Source: an optimization exercise on an open RTL-to-GDS flow (aim: small area and a short achievable clock period). Production flows keep margins and buffers that such runs may drop. Where RTL was checked, it was by simulation tests only, not by an equivalence proof against the original. Power is estimated from default activity; no workload was simulated.

==> module CPU, before the edit <==
module CPU(input clk,rst,
           output [11:0] imem_addr, input [18:0] imem_data,
           output [7:0] dmem_addr, dmem_wdata, output dmem_we, dmem_re, input [7:0] dmem_rdata);
  wire [18:0] ins = imem_data;
  logic [11:0] pc;
  logic z, c;
  logic [7:0][7:0] R;           
  logic [7:0][11:0] stk;        
  logic [2:0] sp;               
  logic [3:0] cnt;              
  wire is_alu  = ~ins[18];                            
  wire is_ld   = ins[18:14] == 5'b10000;
  wire is_st   = ins[18:14] == 5'b10001;
  wire is_sh   = ins[18:16] == 3'b110;
  wire is_br   = ins[18:16] == 3'b101;
  wire is_jmp  = ins[18:15] == 4'b1110;               
  wire is_call = ins[18:14] == 5'b11101;
  wire is_ret  = ins[18:13] == 6'b111100;
  wire wr_reg  = is_alu | is_ld | is_sh;
  wire ld_fl   = is_alu | is_sh;
  wire [7:0] imm = ins[7:0];
  wire [2:0] ra = ins[10:8];
  wire [2:0] rb = ins[18] ? ins[13:11] : ins[7:5];
  logic [7:0] a, rbv;
  always_comb begin
    a = 8'd0;
    rbv = 8'd0;
    for (int i = 0; i < 8; i++) begin
      a = a | (R[i] & {8{ra == i}});
      rbv = rbv | (R[i] & {8{rb == i}});
    end
  end
  agu agu0(.a(a), .b(imm), .s(dmem_addr));
  assign dmem_wdata = rbv;
  assign dmem_we    = ~rst & is_st;
  assign dmem_re    = ~rst & is_ld;
  assign imem_addr  = pc;
  wire [2:0] fn = ins[16:14];
  wire [7:0] b = ins[17] ? imm : rbv;
  wire sub = fn[1] & ~fn[2];
  wire y = sub & fn[0] & c;                     
  wire ci = sub | (fn[0] & c);
  logic [7:0] ay;                               
  logic ya;
  always_comb begin
    logic t;
    t = y;
    for (int i = 0; i < 8; i++) begin
      ay[i] = a[i] ^ t;
      t = t & a[i];
    end
    ya = t;
  end
  wire [7:0] bb = sub ? ~b : b;
  wire [8:0] sum9 = {1'b0, ay} + {1'b0, bb} + {8'd0, ci};
  wire c8 = sum9[8] ^ ya ^ sub;                 
  wire [7:0] pp = ay ^ bb;
  wire [7:0] gg = ay & bb;
  wire [7:0] oo = ay | bb;
  logic [7:0] lg;
  always_comb begin
    case (fn[1:0])
      2'b00: lg = gg;
      2'b01: lg = oo;
      2'b10: lg = pp;
      default: lg = ~gg;
    endcase
  end
  wire zsum = (pp[0] == ci) & (pp[7:1] == oo[6:0]);
  wire [7:0] alures = fn[2] ? lg : sum9[7:0];
  wire aluc = ~fn[2] & c8;
  wire aluz = fn[2] ? (lg == 8'd0) : zsum;
  wire [2:0] s = ins[7:5];
  wire [1:0] fn2 = ins[15:14];
  wire right = fn2[0];
  wire [2:0] amt = right ? (3'd0 - s) : s;            
  wire [15:0] dd = {a, a} << amt;
  wire [7:0] rot = dd[15:8];
  wire [7:0] lmask = 8'hff << s;
  wire [7:0] rmask = 8'hff >> s;
  wire [7:0] shres = fn2[1] ? rot : (rot & (right ? rmask : lmask));
  wire shc = ~fn2[1] & (s != 3'd0) & (right ? rot[7] : rot[0]);
  wire [7:0] res = is_sh ? shres : alures;
  wire nc = is_sh ? shc : aluc;
  wire nz = is_sh ? (shres == 8'd0) : aluz;
  wire [7:0] wd = is_ld ? dmem_rdata : res;
  logic [7:0] spd;
  wire live = cnt != 4'd0;
  always_comb for (int i = 0; i < 8; i++) spd[i] = (sp == i);
  logic [11:0] top;
  always_comb begin
    top = 12'd0;
    for (int i = 0; i < 8; i++) top = top | (stk[i] & {12{spd[i] & live}});
  end
  wire cond = (ins[15] ? c : z) ^ ins[14];
  wire taken = is_br & cond;
  wire [11:0] pcn = pc + ({{4{imm[7]}}, imm} & {12{taken}}) + 12'd1;
  logic [11:0] npc;
  always_comb begin
    if (is_jmp)         npc = ins[11:0];
    else if (is_ret)    npc = top;
    else                npc = pcn;
  end
  always_ff @(posedge clk, posedge rst) begin
    if (rst) begin
      pc <= 12'd0;
      z <= 1'b0;
      c <= 1'b0;
      R <= '0;
      sp <= 3'd0;
      cnt <= 4'd0;
    end else begin
      pc <= npc;
      if (ld_fl) begin
        z <= nz;
        c <= nc;
      end
      for (int i = 0; i < 8; i++)
        if (wr_reg && ins[13:11] == i) R[i] <= wd;
      if (is_call) begin
        sp <= sp + 3'd1;
        if (cnt != 4'd8) cnt <= cnt + 4'd1;
      end else if (is_ret) begin
        sp <= sp - 3'd1;
        if (cnt != 4'd0) cnt <= cnt - 4'd1;
      end
    end
  end
  always_ff @(posedge clk)
    for (int i = 0; i < 8; i++)
      if (is_call & spd[(i + 7) % 8]) stk[i] <= pcn;
endmodule
export LEC_CHECK = 0
export CAP_MARGIN = 5
export CORE_MARGIN = 2
export CORE_UTILIZATION = 60
export CTS_BUF_LIST = sky130_fd_sc_hd__clkbuf_8
export SETUP_SLACK_MARGIN = 2.5
export SLEW_MARGIN = 5
create_clock -name core_clock -period 7.5 [get_ports {clk}]
standard.sh (not shown) runs the stock make flow with config.mk's settings and CLKGATE_MAP_FILE= SYNTH_SCRIPT=/design/flow/synth_recipe.tcl, a recipe that flattens the netlist after the stock synthesis.
==> flow/flow/run.sh <==
#!/bin/bash
# Own layout flow: the standard ORFS flow with changes to synthesis (no
# full/half-adder extraction; abc maps the top module for area and the
# modules in KEEP for speed) and plain buffers on the ports. Each step's
# output goes to a log of its own in this folder.
set -euo pipefail
HERE=$(pwd)
FL=$HERE/flow
KEEP=$(cat "$FL/keep_modules.txt")

# synthesis script: the standard flow's, sourcing ORFS's synth.tcl with the abc call
# replaced by flow/abc_step.tcl
sed "s#@FL@#$FL#g" "$FL/abc_step.tcl" > "$HERE/own_abc_step.tcl"
sed "s#log_cmd abc {\\*}\$abc_args#source $HERE/own_abc_step.tcl#" \
  "$FLOW_HOME/scripts/synth.tcl" > "$HERE/own_synth_core.tcl"
grep -q 'own_abc_step' "$HERE/own_synth_core.tcl"
sed "s#source \$::env(SCRIPTS_DIR)/synth.tcl#source $HERE/own_synth_core.tcl#" \
  "$HERE/synth_recipe.tcl" > "$HERE/own_synth.tcl"
grep -q own_synth_core "$HERE/own_synth.tcl"

bash standard.sh SYNTH_SCRIPT="$HERE/own_synth.tcl" ADDER_MAP_FILE= SYNTH_OPERATIONS_ARGS=" " \
  SYNTH_KEEP_MODULES="$KEEP" synth > "$HERE/synth.log" 2>&1

EXTRA=()
if [[ -f $FL/extra.mk ]]; then
  while read -r l; do [[ -n $l && $l != \#* ]] && EXTRA+=("$l"); done < "$FL/extra.mk"
fi
bash standard.sh "${EXTRA[@]}" finish > "$HERE/layout.log" 2>&1
==> flow/flow/abc_step.tcl <==
# abc mapping: the modules kept apart (SYNTH_KEEP_MODULES) for speed, the
# top module for area. @FL@ is replaced by the flow folder.
set own_rest [lrange $abc_args 2 end]
foreach own_m $::env(SYNTH_KEEP_MODULES) {
  log_cmd abc -script @FL@/fast.abc {*}$own_rest $own_m
}
log_cmd abc -script @FL@/synth.abc {*}$own_rest $::env(DESIGN_NAME)
==> flow/flow/extra.mk <==
# make variables for the layout steps, one per line
BUFFER_PORTS_ARGS=-buffer_cell sky130_fd_sc_hd__buf_1
==> flow/flow/fast.abc <==
strash
dch
map -D 700
topo
buffer -c
upsize -c -D 700
dnsize -c -D 700
==> flow/flow/keep_modules.txt <==
agu
==> flow/flow/synth.abc <==
strash
dch
map -D 3500
topo
buffer -c
upsize -c -D 3500
dnsize -c -D 3500
Rerun with:
--- a/flow/design.v
+++ b/flow/design.v
@@ -76,21 +76,19 @@
   wire [8:0] sum9 = {1'b0, ay} + {1'b0, bb} + {8'd0, ci};
   wire c8 = sum9[8] ^ ya ^ sub;                 
   wire [7:0] pp = ay ^ bb;
   wire [7:0] gg = ay & bb;
   wire [7:0] oo = ay | bb;
-  logic [7:0] lg;
-  always_comb begin
-    case (fn[1:0])
-      2'b00: lg = gg;
-      2'b01: lg = oo;
-      2'b10: lg = pp;
-      default: lg = ~gg;
-    endcase
-  end
+  wire [7:0] carries = sum9[7:0] ^ pp;
+  wire lg_and = fn[2] & ~fn[1] & ~fn[0];
+  wire lg_nand = fn[2] & fn[1] & fn[0];
+  wire lg_xor = fn[2] & fn[1] & ~fn[0];
+  wire [7:0] xx = (pp & {8{~lg_and}}) | {8{lg_nand}};
+  wire [7:0] yy = fn[2] ? (gg & {8{~lg_xor}}) : carries;
+  wire [7:0] lg = xx ^ yy;
   wire zsum = (pp[0] == ci) & (pp[7:1] == oo[6:0]);
-  wire [7:0] alures = fn[2] ? lg : sum9[7:0];
+  wire [7:0] alures = lg;
   wire aluc = ~fn[2] & c8;
   wire aluz = fn[2] ? (lg == 8'd0) : zsum;
   wire [2:0] s = ins[7:5];
   wire [1:0] fn2 = ins[15:14];
   wire right = fn2[0];
Global-route usage fell by 0.88 points.
Setup slack degrades by 300 ps.
Non-clock buffer count rose by 21.
Design area went up by about 0.7%.
Routed wire length decreases by about 0.5%.
Count of clock-buffer cells in the layout decreases by 1.
Core utilization grows by 2.9 points.
Cell count shrinks by about 1.3%.
For the second run of this note, only the layout was checked, not whether the RTL still works.

---

Another version of the RTL of CPU (not shown whole).
Size in the first run: ~180 flip-flops, about 0.012 sq mm of cells after synthesis.
==> module rd_agu, before the edit <==
module rd_agu(input [7:0][7:0] R, input [2:0] ra, input [7:0] imm,
              output logic [7:0] a, output logic [7:0] addr);
  logic [7:0] g [0:3];
  logic [7:0] p [0:3];
  always_comb begin
    a = 8'd0;
    for (int i = 0; i < 8; i++) a = a | (R[i] & {8{ra == i}});
    g[0] = a & imm;
    p[0] = a ^ imm;
    for (int l = 0; l < 3; l++)
      for (int i = 0; i < 8; i++)
        if (i >= (1 << l)) begin
          g[l+1][i] = g[l][i] | (p[l][i] & g[l][i - (1 << l)]);
          p[l+1][i] = p[l][i] & p[l][i - (1 << l)];
        end else begin
          g[l+1][i] = g[l][i];
          p[l+1][i] = p[l][i];
        end
    addr[0] = p[0][0];
    for (int i = 1; i < 8; i++) addr[i] = p[0][i] ^ g[3][i-1];
  end
endmodule
==> module rd_b, before the edit <==
module rd_b(input [7:0][7:0] R, input sel, input [2:0] r1, r0, output logic [7:0] v);
  always_comb begin
    v = 8'd0;
    for (int i = 0; i < 8; i++) v = v | (R[i] & {8{(sel ? r1 : r0) == i}});
  end
endmodule
==> module CPU, before the edit <==
module CPU(input clk,rst,
           output [11:0] imem_addr, input [18:0] imem_data,
           output [7:0] dmem_addr, dmem_wdata, output dmem_we, dmem_re, input [7:0] dmem_rdata);
  wire [18:0] ins = imem_data;
  logic [11:0] pc;
  logic z, c;
  logic [7:0][7:0] R;           
  logic [7:0][11:0] stk;        
  logic [2:0] sp;               
  logic [3:0] cnt;              
  wire is_alu  = ~ins[18];                            
  wire is_ld   = ins[18:14] == 5'b10000;
  wire is_st   = ins[18:14] == 5'b10001;
  wire is_sh   = ins[18:16] == 3'b110;
  wire is_br   = ins[18:16] == 3'b101;
  wire is_jmp  = ins[18:15] == 4'b1110;               
  wire is_call = ins[18:14] == 5'b11101;
  wire is_ret  = ins[18:13] == 6'b111100;
  wire wr_reg  = is_alu | is_ld | is_sh;
  wire ld_fl   = is_alu | is_sh;
  wire [7:0] imm = ins[7:0];
  wire [7:0] a, rbv;
  rd_agu rda(.R(R), .ra(ins[10:8]), .imm(imm), .a(a), .addr(dmem_addr));
  rd_b rdb(.R(R), .sel(ins[18]), .r1(ins[13:11]), .r0(ins[7:5]), .v(rbv));
  assign dmem_wdata = rbv;
  assign dmem_we    = ~rst & is_st;
  assign dmem_re    = ~rst & is_ld;
  assign imem_addr  = pc;
  wire [2:0] fn = ins[16:14];
  wire [7:0] b = ins[17] ? imm : rbv;
  wire sub = fn[1] & ~fn[2];
  wire y = sub & fn[0] & c;                     
  wire ci = sub | (fn[0] & c);
  logic [7:0] ay;                               
  logic ya;
  always_comb begin
    logic t;
    t = y;
    for (int i = 0; i < 8; i++) begin
      ay[i] = a[i] ^ t;
      t = t & a[i];
    end
    ya = t;
  end
  wire [7:0] bb = sub ? ~b : b;
  wire [8:0] sum9 = {1'b0, ay} + {1'b0, bb} + {8'd0, ci};
  wire c8 = sum9[8] ^ ya ^ sub;                 
  wire [7:0] lp = a ^ b;
  wire [7:0] lgg = a & b;
  logic [7:0] lg;
  always_comb begin
    case (fn[1:0])
      2'b00: lg = lgg;
      2'b01: lg = lgg | lp;
      2'b10: lg = lp;
      default: lg = ~lgg;
    endcase
  end
  wire [7:0] pp = ay ^ bb;
  wire [7:0] oo = ay | bb;
  wire zsum = (pp[0] == ci) & (pp[7:1] == oo[6:0]);
  wire [7:0] alures = fn[2] ? lg : sum9[7:0];
  wire aluc = ~fn[2] & c8;
  wire aluz = fn[2] ? (lg == 8'd0) : zsum;
  wire [2:0] s = ins[7:5];
  wire [1:0] fn2 = ins[15:14];
  wire right = fn2[0];
  wire [2:0] amt = right ? (3'd0 - s) : s;            
  wire [15:0] dd = {a, a} << amt;
  wire [7:0] rot = dd[15:8];
  wire [7:0] lmask = 8'hff << s;
  wire [7:0] rmask = 8'hff >> s;
  wire [7:0] shres = fn2[1] ? rot : (rot & (right ? rmask : lmask));
  wire shc = ~fn2[1] & (s != 3'd0) & (right ? rot[7] : rot[0]);
  wire [7:0] res = is_sh ? shres : alures;
  wire nc = is_sh ? shc : aluc;
  wire nz = is_sh ? (shres == 8'd0) : aluz;
  wire [7:0] wd = is_ld ? dmem_rdata : res;
  logic [7:0] spd;
  wire live = cnt != 4'd0;
  always_comb for (int i = 0; i < 8; i++) spd[i] = (sp == i);
  logic [11:0] top;
  always_comb begin
    top = 12'd0;
    for (int i = 0; i < 8; i++) top = top | (stk[i] & {12{spd[i] & live}});
  end
  wire [11:0] pc1 = pc + 12'd1;
  wire [11:0] pcb = pc1 + {{4{imm[7]}}, imm};
  wire cond = (ins[15] ? c : z) ^ ins[14];
  logic [11:0] npc;
  always_comb begin
    if (is_br & cond)   npc = pcb;
    else if (is_jmp)    npc = ins[11:0];
    else if (is_ret)    npc = top;
    else                npc = pc1;
  end
  always_ff @(posedge clk, posedge rst) begin
    if (rst) begin
      pc <= 12'd0;
      z <= 1'b0;
      c <= 1'b0;
      R <= '0;
      sp <= 3'd0;
      cnt <= 4'd0;
    end else begin
      pc <= npc;
      if (ld_fl) begin
        z <= nz;
        c <= nc;
      end
      for (int i = 0; i < 8; i++)
        if (wr_reg && ins[13:11] == i) R[i] <= wd;
      if (is_call) begin
        sp <= sp + 3'd1;
        if (cnt != 4'd8) cnt <= cnt + 4'd1;
      end else if (is_ret) begin
        sp <= sp - 3'd1;
        if (cnt != 4'd0) cnt <= cnt - 4'd1;
      end
    end
  end
  always_ff @(posedge clk)
    for (int i = 0; i < 8; i++)
      if (is_call & spd[(i + 7) % 8]) stk[i] <= pc1;
endmodule
export LEC_CHECK = 0
export CAP_MARGIN = 20
export CORE_MARGIN = 2
export CORE_UTILIZATION = 60
export CTS_BUF_LIST = sky130_fd_sc_hd__clkbuf_8
export SETUP_SLACK_MARGIN = 2.5
export SLEW_MARGIN = 20
export SYNTH_HIERARCHICAL = 1
create_clock -name core_clock -period 7.5 [get_ports {clk}]
run.sh (not shown) runs the stock make flow with config.mk's settings and CLKGATE_MAP_FILE= SYNTH_SCRIPT=/design/flow/synth_recipe.tcl, a recipe that flattens the netlist after the stock synthesis.
Stock flow here: none of the scripts above is used.
==> next run, changes <==
--- a/flow/design.v
+++ b/flow/design.v
@@ -1,14 +1,11 @@
 `timescale 1ns/1ns
-module rd_agu(input [7:0][7:0] R, input [2:0] ra, input [7:0] imm,
-              output logic [7:0] a, output logic [7:0] addr);
+module agu(input [7:0] a, b, output logic [7:0] s);
   logic [7:0] g [0:3];
   logic [7:0] p [0:3];
   always_comb begin
-    a = 8'd0;
-    for (int i = 0; i < 8; i++) a = a | (R[i] & {8{ra == i}});
-    g[0] = a & imm;
-    p[0] = a ^ imm;
+    g[0] = a & b;
+    p[0] = a ^ b;
     for (int l = 0; l < 3; l++)
       for (int i = 0; i < 8; i++)
         if (i >= (1 << l)) begin
           g[l+1][i] = g[l][i] | (p[l][i] & g[l][i - (1 << l)]);
@@ -16,16 +13,10 @@
         end else begin
           g[l+1][i] = g[l][i];
           p[l+1][i] = p[l][i];
         end
-    addr[0] = p[0][0];
-    for (int i = 1; i < 8; i++) addr[i] = p[0][i] ^ g[3][i-1];
-  end
-endmodule
-module rd_b(input [7:0][7:0] R, input sel, input [2:0] r1, r0, output logic [7:0] v);
-  always_comb begin
-    v = 8'd0;
-    for (int i = 0; i < 8; i++) v = v | (R[i] & {8{(sel ? r1 : r0) == i}});
+    s[0] = p[0][0];
+    for (int i = 1; i < 8; i++) s[i] = p[0][i] ^ g[3][i-1];
   end
 endmodule
 `timescale 1ns/1ns
 module CPU(input clk,rst,
@@ -48,11 +39,20 @@
   wire is_ret  = ins[18:13] == 6'b111100;
   wire wr_reg  = is_alu | is_ld | is_sh;
   wire ld_fl   = is_alu | is_sh;
   wire [7:0] imm = ins[7:0];
-  wire [7:0] a, rbv;
-  rd_agu rda(.R(R), .ra(ins[10:8]), .imm(imm), .a(a), .addr(dmem_addr));
-  rd_b rdb(.R(R), .sel(ins[18]), .r1(ins[13:11]), .r0(ins[7:5]), .v(rbv));
+  wire [2:0] ra = ins[10:8];
+  wire [2:0] rb = ins[18] ? ins[13:11] : ins[7:5];
+  logic [7:0] a, rbv;
+  always_comb begin
+    a = 8'd0;
+    rbv = 8'd0;
+    for (int i = 0; i < 8; i++) begin
+      a = a | (R[i] & {8{ra == i}});
+      rbv = rbv | (R[i] & {8{rb == i}});
+    end
+  end
+  agu agu0(.a(a), .b(imm), .s(dmem_addr));
   assign dmem_wdata = rbv;
   assign dmem_we    = ~rst & is_st;
   assign dmem_re    = ~rst & is_ld;
   assign imem_addr  = pc;
The changed run completed without violations.
Final cell count decreases by 2.2%.
Core utilization increases by 2.8 points.
Clock-buffer cell count does not change.
Flip-flop and latch count stays the same.
Routed wire length increases by 2.0%.
Power decreases by 10%.
Critical path depth is unchanged.
Cell area decreases by 0.30%.
Via count barely changes.
Non-clock buffer count increases by 26.
No functional check of the RTL was part of any run of this note.

port drivers added, routing unchanged:
The results above use ideal ports. As a check the final layouts listed here were re-extracted and re-timed, cells and wires unchanged. Step 1 (the two cells are an assumption about what drives the block):
set clk [get_ports {clk}]
set_driving_cell -lib_cell sky130_fd_sc_hd__clkbuf_16 $clk
set_driving_cell -lib_cell sky130_fd_sc_hd__buf_2 [delete_from_list [all_inputs] $clk]
Step 2 times the ports against the registers' clock, not the clock port: input delays grow and output delays shrink by t, the midpoint of the rising clock arrivals with the driver on. Slacks: ideal / step 1 / step 2; pairs: ideal / step 1.
run	shift t [ns]	setup slack, ns	worst register clock-pin slew, ns	cell pins on the clock port's net
the first run of note 1	0.503	2.589 / 2.523 / 2.189	0.10 / 0.10	1
the second run of note 1	0.507	2.288 / 2.234 / 2.125	0.11 / 0.11	1
the first run of note 2	0.523	2.121 / 2.060 / 1.994	0.11 / 0.11	1
the second run of note 2	0.516	2.246 / 2.187 / 1.691	0.11 / 0.11	1
After both steps setup and hold are still met in every run listed. The setup slack of the second run of note 2, which loses most, moves by -0.059 ns with the drivers and by -0.555 ns with both steps.
